Context: an optimization exercise on an open-source flow, tuned for small area, a short achievable clock period and few clock cycles. The choices shown serve that exercise and are no tape-out recipe. Power and IR drop assume default switching activity.

run 1:
==> flow/design.v <==
module maze(clk, reset, start_i, row_i, action_o, coord_o);
    input clk, reset, start_i;
    input [15:0] row_i;
    output reg [1:0] action_o;
    output [5:0] coord_o;
    localparam [1:0] A_IDLE = 2'b00, A_IN = 2'b01, A_CAL = 2'b10, A_OUT = 2'b11;
    reg [63:0] s1, s0;
    reg [8:0]  ph;      
    reg        ld;      
    reg        ef;      
    reg        bon;     
    reg [1:0]  T;       
    reg [1:0]  dm;      
    reg        tgt;     
    reg [7:0]  cpos, rpos;
    wire load = ld | ph[7];
    wire walk = (action_o == A_OUT);
    wire [7:0] in1, in0, isst;
    genvar g;
    generate for (g = 0; g < 8; g = g + 1) begin : col
        assign in1[g]  =  row_i[15-2*g] &  row_i[14-2*g];
        assign in0[g]  = ~row_i[15-2*g] &  row_i[14-2*g];
        assign isst[g] =  row_i[15-2*g] & ~row_i[14-2*g];
    end endgenerate
    wire       found = load & |isst;
    wire       last  = ph[7];    
    wire [7:0] ldr   = {1'b0, ph[6:0] | {ph[5:0], 1'b0}};
    reg [63:0] x1, x0;
    integer k;
    always @* begin
        x1 = s1;
        x0 = s0;
        for (k = 7; k < 64; k = k + 8) begin
            x1[k] = last ? in1[k >> 3] : s1[k];
            x0[k] = last ? in0[k >> 3] : s0[k];
        end
    end
    wire [63:0] ROW0 = 64'h0101010101010101;
    wire [63:0] ROW7 = 64'h8080808080808080;
    wire [63:0] nb  = ((x1 >> 1) & ~ROW7) | ((x1 << 1) & ~ROW0) | (x1 >> 8) | (x1 << 8);
    wire        en  = ~ld | bon;
    wire [63:0] nw  = nb & ~x1 & ~x0 & {64{en}};
    wire        lab = T[1] ^ T[0];       
    always @(posedge clk) begin
        for (k = 0; k < 64; k = k + 1) begin
            if (ldr[k & 7] & ((k & 7) != 7)) begin
                s1[k] <= in1[k >> 3];
                s0[k] <= in0[k >> 3];
            end else begin
                s1[k] <= x1[k] | nw[k];
                s0[k] <= x0[k] | (nw[k] & lab);
            end
        end
    end
    reg  [7:0] c1, c0, r1, r0;    
    integer a, b;
    always @* begin
        for (a = 0; a < 8; a = a + 1) begin
            c1[a] = 1'b0; c0[a] = 1'b0;
            r1[a] = 1'b0; r0[a] = 1'b0;
            for (b = 0; b < 8; b = b + 1) begin
                c1[a] = c1[a] | (cpos[b] & s1[b*8+a]);
                c0[a] = c0[a] | (cpos[b] & s0[b*8+a]);
                r1[a] = r1[a] | (rpos[b] & s1[a*8+b]);
                r0[a] = r0[a] | (rpos[b] & s0[a*8+b]);
            end
        end
    end
    wire [7:0] cv = c1 & ~(c0 ^ {8{tgt}});
    wire [7:0] rv = r1 & ~(r0 ^ {8{tgt}});
    wire up    = |(rpos[7:1] & cv[6:0]);
    wire down  = |(rpos[6:0] & cv[7:1]);
    wire left  = |(cpos[7:1] & rv[6:0]);
    wire right = |(cpos[6:0] & rv[7:1]);
    wire reach = up | down | left | right;
    wire sv = |(rpos & c1);
    wire ls = |(rpos & c0);
    function [2:0] enc(input [7:0] x);
        enc = {|x[7:4], x[2] | x[3] | x[6] | x[7], x[1] | x[3] | x[5] | x[7]};
    endfunction
    wire [2:0] cc = enc(cpos);
    wire [2:0] cr = enc(rpos);
    assign coord_o = {cc, cr};
    wire mu = walk & up;
    wire md = walk & ~up & down;
    wire mv = walk & ~(up | down);           
    wire ml = mv & left;
    wire mr = mv & ~left;
    wire hold = ~found & ~walk;
    wire pd = cc[0] ^ cr[0] ^ row_i[4] ^ row_i[0];    
    wire w8 = ph[8];
    always @(posedge clk) begin
        rpos <= ({8{found}} & ph[7:0]) | ({8{hold | mv}} & rpos)
              | ({8{mu}} & (rpos >> 1)) | ({8{md}} & (rpos << 1));
        cpos <= ({8{found}} & isst) | ({8{hold | mu | md}} & cpos)
              | ({8{ml}} & (cpos >> 1)) | ({8{mr}} & (cpos << 1));
    end
    always @(posedge clk) begin
        if (en) T <= T + 2'd1;
        else    T <= 2'd0;
        if (walk)            dm <= dm - 2'd1;
        else if (w8 & sv)    dm <= {ls, pd};
        else                 dm <= T + 2'd1;
        if (walk)               tgt <= ~dm[1];
        else if (w8 & sv)       tgt <= ~(ls ^ pd);
        else if (reach & ~load) tgt <= tgt;
        else                    tgt <= en & lab;
    end
    always @(posedge clk) begin
        case (action_o)
            A_IDLE:  begin ph <= {8'd0, start_i}; ld <= start_i; ef <= 1'b0; bon <= 1'b0; end
            A_IN:    begin ph <= ph << 1;         ld <= ld & ~ph[6]; ef <= ef | (load & |in1); bon <= ef; end
            default: begin ph <= 9'd0;            ld <= 1'b0; end
        endcase
    end
    always @(posedge clk or posedge reset) begin
        if (reset) begin
            action_o <= A_IDLE;
        end else begin
            case (action_o)
                A_IDLE: if (start_i) action_o <= A_IN;
                A_IN:   if (w8) action_o <= (sv | reach) ? A_OUT : A_CAL;
                A_CAL: if (reach) action_o <= A_OUT;
                A_OUT: if (!reach) action_o <= A_IDLE;    
            endcase
        end
    end
endmodule
make LEC_CHECK=0 ABC_AREA=1 CAP_MARGIN=20 CORE_MARGIN=2 CORE_UTILIZATION=50 CTS_BUF_LIST='sky130_fd_sc_hd__clkbuf_4 sky130_fd_sc_hd__clkbuf_8' CTS_CLUSTER_DIAMETER=80 CTS_CLUSTER_SIZE=30 PLACE_DENSITY=0.7 SETUP_SLACK_MARGIN=1.3 SLEW_MARGIN=20 finish   # period 3.7 ns
run.sh (not shown) runs the stock make flow with config.mk's settings and CLKGATE_MAP_FILE= SYNTH_SCRIPT=/design/flow/synth_recipe.tcl, a recipe that flattens the netlist after the stock synthesis.
Per the final summary, run 1 finished and its layout is clean on timing, DRC and antenna.
Inputs modified between run 1 and run 2:
-- flow/config.mk --
<<< run 1, line 11
export CORE_UTILIZATION = 50
>>> run 2, line 11
export CORE_UTILIZATION = 55
<<< run 1, line 15
export PLACE_DENSITY = 0.7
>>> run 2, line 15
export PLACE_DENSITY = 0.75
Results
As far as number of H-tree levels goes, run 2 and run 1 are indistinguishable; the numbers are identical. Cmp run 1 and run 2 / count of clock-buffer cells in the layout / lower: run 2. The shortest clock period the worst path allows after layout in run 2 was higher than what run 1 gave.
Input changes introduced in run 3 (baseline for comparison: run 2):
-- flow/config.mk --
<<< run 2, line 11
export CORE_UTILIZATION = 55
>>> run 3, line 11
export CORE_UTILIZATION = 40
<<< run 2, line 15
export PLACE_DENSITY = 0.75
>>> run 3, line 15
### Flow results
Global-route wire length before repair went up by a little under 10% going from run 2 to run 3.
Looking at power across both flows, run 3 is the weaker of the two, with run 2 ahead.
[run 3] combinational power rose about 7% relative to run 2
Relative to run 2, detailed-placement wirelength estimate has increased by 7.1% in run 3.
Run 2 → run 3: final cell count moved up; flip-flop and latch area neither gained nor lost much; sequential-cell power consumption did not really move; starting density of the core has decreased.
[diff] setup slack, run 3 relative to run 2: regression
Row area added between synthesis and finish: run 3 higher / run 2 lower
Function was not checked in any run of this note: the RTL went through the layout flow alone.

port drivers added, routing unchanged:
The flow's constraints put no driver on any port. The routed layouts listed below were extracted and timed again, unchanged, in two steps.
Step 1 (the two cells are an assumption about what drives the block):
set clk [get_ports {clk}]
set_driving_cell -lib_cell sky130_fd_sc_hd__clkbuf_16 $clk
set_driving_cell -lib_cell sky130_fd_sc_hd__buf_2 [delete_from_list [all_inputs] $clk]
Step 2 times the ports against the registers' clock, not the clock port: input delays grow and output delays shrink by t, the midpoint of the rising clock arrivals with the driver on.
a / b / c = no drivers / after step 1 / after step 2; a / b = the first two.
run	t (ns)	setup slack, ns	worst hold slack (ns)
run 1	0.524	1.328 / 1.282 / 0.838	0.405 / 0.379 / 0.477
run 2	0.529	1.317 / 1.317 / 0.875	0.392 / 0.372 / 0.466
run 3	0.534	1.313 / 1.265 / 0.891	0.380 / 0.355 / 0.476
After both steps setup and hold are still met in every run listed. The setup slack of run 1, which loses most, moves by -0.046 ns with the drivers and by -0.490 ns with both steps.
